This design comes from an exercise in tuning for small area and a short achievable clock period on the open sky130 flow, not from production work.

// systolic_array
module systolic_array #(
    parameter M           = 5,
    parameter N           = 3,
    parameter K           = 4,
    parameter DATA_WIDTH  = 32
) (
    input clk,
    input rst_n,
    input [DATA_WIDTH*M-1:0] X,
    input [DATA_WIDTH*K-1:0] W,
    output reg [DATA_WIDTH*M*K-1:0] Y,
    output done
);
Settings: LEC_CHECK=0, ABC_AREA=1, CAP_MARGIN=20, CORE_MARGIN=2, CORE_UTILIZATION=55, CTS_CLUSTER_DIAMETER=120, CTS_CLUSTER_SIZE=24, PLACE_DENSITY=0.65, SETUP_SLACK_MARGIN=5, SLEW_MARGIN=20, SYNTH_HIERARCHICAL=1; clock period 8.5 ns.
standard.sh (not shown) runs the stock make flow with config.mk's settings and CLKGATE_MAP_FILE= SYNTH_SCRIPT=/design/flow/synth_recipe.tcl, a recipe that flattens the netlist after the stock synthesis.
==> flow/flow/run.sh <==
#!/bin/bash
# The standard layout with two changes:
#  - input and output ports are buffered with plain buffers (buf_1) instead
#    of the delay cells buffer_ports picks by default;
#  - after the standard synthesis, fa_polarity.py complements some full
#    adders (a full adder is self-dual) so that fewer inverters are needed
#    between them; registers and all other cells are unchanged.
set -euo pipefail
export BUFFER_PORTS_ARGS="-buffer_cell sky130_fd_sc_hd__buf_1"
RES=orfs/results/${FLOW_PLATFORM}/systolic_array/base
bash standard.sh synth > make_synth.log 2>&1
python3 flow/fa_polarity.py $RES/1_2_yosys.v $RES/1_2_yosys.pol.v > fa_polarity.log 2>&1
cp $RES/1_2_yosys.v 1_2_yosys.standard.v
mv $RES/1_2_yosys.pol.v $RES/1_2_yosys.v
rm -f $RES/1_synth.odb $RES/1_synth.sdc
bash standard.sh > make_layout.log 2>&1
Other scripts of this flow, unchanged in this note and not shown: flow/flow/fa_polarity.py
Then changed:
- CTS_CLUSTER_DIAMETER: 120 -> 150
- CTS_CLUSTER_SIZE: 24 -> 20
The changed run passed the timing, design-rule and antenna checks.
Worst setup slack gets better by 0.0080 ns.
Final cell count barely changes.
Fmax barely changes.
Die area is unchanged.
Wire length hardly moves.
Count of clock-buffer cells in the layout increases by 27.
First-iteration DRC count is higher slightly.
Function was not checked in any run of this note: the RTL went through the layout flow alone.

Another version of the RTL of systolic_array (not shown whole).
Size in the first run: about 12000 cells after synthesis, roughly 2200 flip-flops, about 120000 µm² of cells after synthesis.
make LEC_CHECK=0 ABC_AREA=1 CAP_MARGIN=20 CORE_MARGIN=2 CORE_UTILIZATION=60 PLACE_DENSITY=0.7 SETUP_SLACK_MARGIN=5 SLEW_MARGIN=20 finish   # period 8.5 ns
run.sh (not shown) runs the stock make flow with config.mk's settings and CLKGATE_MAP_FILE= SYNTH_SCRIPT=/design/flow/synth_recipe.tcl, a recipe that flattens the netlist after the stock synthesis.
Stock flow here: none of the scripts above is used.
The starting point produced a clean layout.
Next try:
- SETUP_SLACK_MARGIN: 5 -> 4
Outcome: The new run ran to the end with no violations; fmax came out lower by about a fifth; setup slack gets worse by 0.72 ns; wire length came out lower by roughly a tenth; register-to-register slack gets worse by 0.72 ns; global-route usage came out lower by 3.0 points; count of clock-buffer cells in the layout came out higher by 10; sequential share of layout area came out higher by 2.5 points.
Next try:
==> flow/flow/run.sh (new file) <==
#!/bin/bash
set -euo pipefail
export BUFFER_PORTS_ARGS="-buffer_cell sky130_fd_sc_hd__buf_2"
bash standard.sh > standard_make.log 2>&1
==> flow/standard.sh (new file) <==
#!/bin/bash
# synth_recipe.tcl (not shown) runs the flow's synth.tcl, then flattens the netlist and writes it again
# the make line also repeats each setting of config.mk as NAME=value (left out here)
make -C /OpenROAD-flow-scripts/flow DESIGN_CONFIG=/design/flow/config.mk WORK_HOME=/design/flow/orfs CLKGATE_MAP_FILE= SYNTH_SCRIPT=/design/flow/synth_recipe.tcl "${@:-finish}"
- SETUP_SLACK_MARGIN: 4 -> 5
removed: flow/run.sh
- The new run completed without violations
- area after synthesis does not change
- clock skew grows by 0.015 ns
- first-iteration DRC count grows by about a fifth
- global-route usage grows by 3.1 points
No functional check of the RTL was part of any run of this note.

==> afterwards: timing with drivers on the ports <==
The results above use ideal ports. As a check the final layouts listed here were re-extracted and re-timed, cells and wires unchanged.
Step 1 (the two cells are an assumption about what drives the block):
set clk [get_ports {clk}]
set_driving_cell -lib_cell sky130_fd_sc_hd__clkbuf_16 $clk
set_driving_cell -lib_cell sky130_fd_sc_hd__buf_2 [delete_from_list [all_inputs] $clk]
Step 2, shift: input delay + t, output delay - t, t = (earliest + latest rising clock arrival at the registers) / 2. This alone moves slack from input paths to output paths.
a / b / c = ideal / step 1 / step 2; a / b = the first two.
| run | t, ns | setup slack, ns | worst setup path at the end | worst slew at a driven data input, ns |
|---|---|---|---|---|
| the first run of note 1 | 0.955 | 4.950 / 4.926 / 4.950 | register to register | 0.13 |
| the second run of note 1 | 0.952 | 4.958 / 4.893 / 4.958 | register to register | 0.13 |
| the first run of note 2 | 0.997 | 4.721 / 4.721 / 4.721 | register to register | 0.19 |
| the second run of note 2 | 1.000 | 4.001 / 4.001 / 4.001 | register to register | 0.17 |
| the third run of note 2 | 1.011 | 4.822 / 4.822 / 4.822 | register to register | 0.11 |
After both steps setup and hold are still met in every run listed.
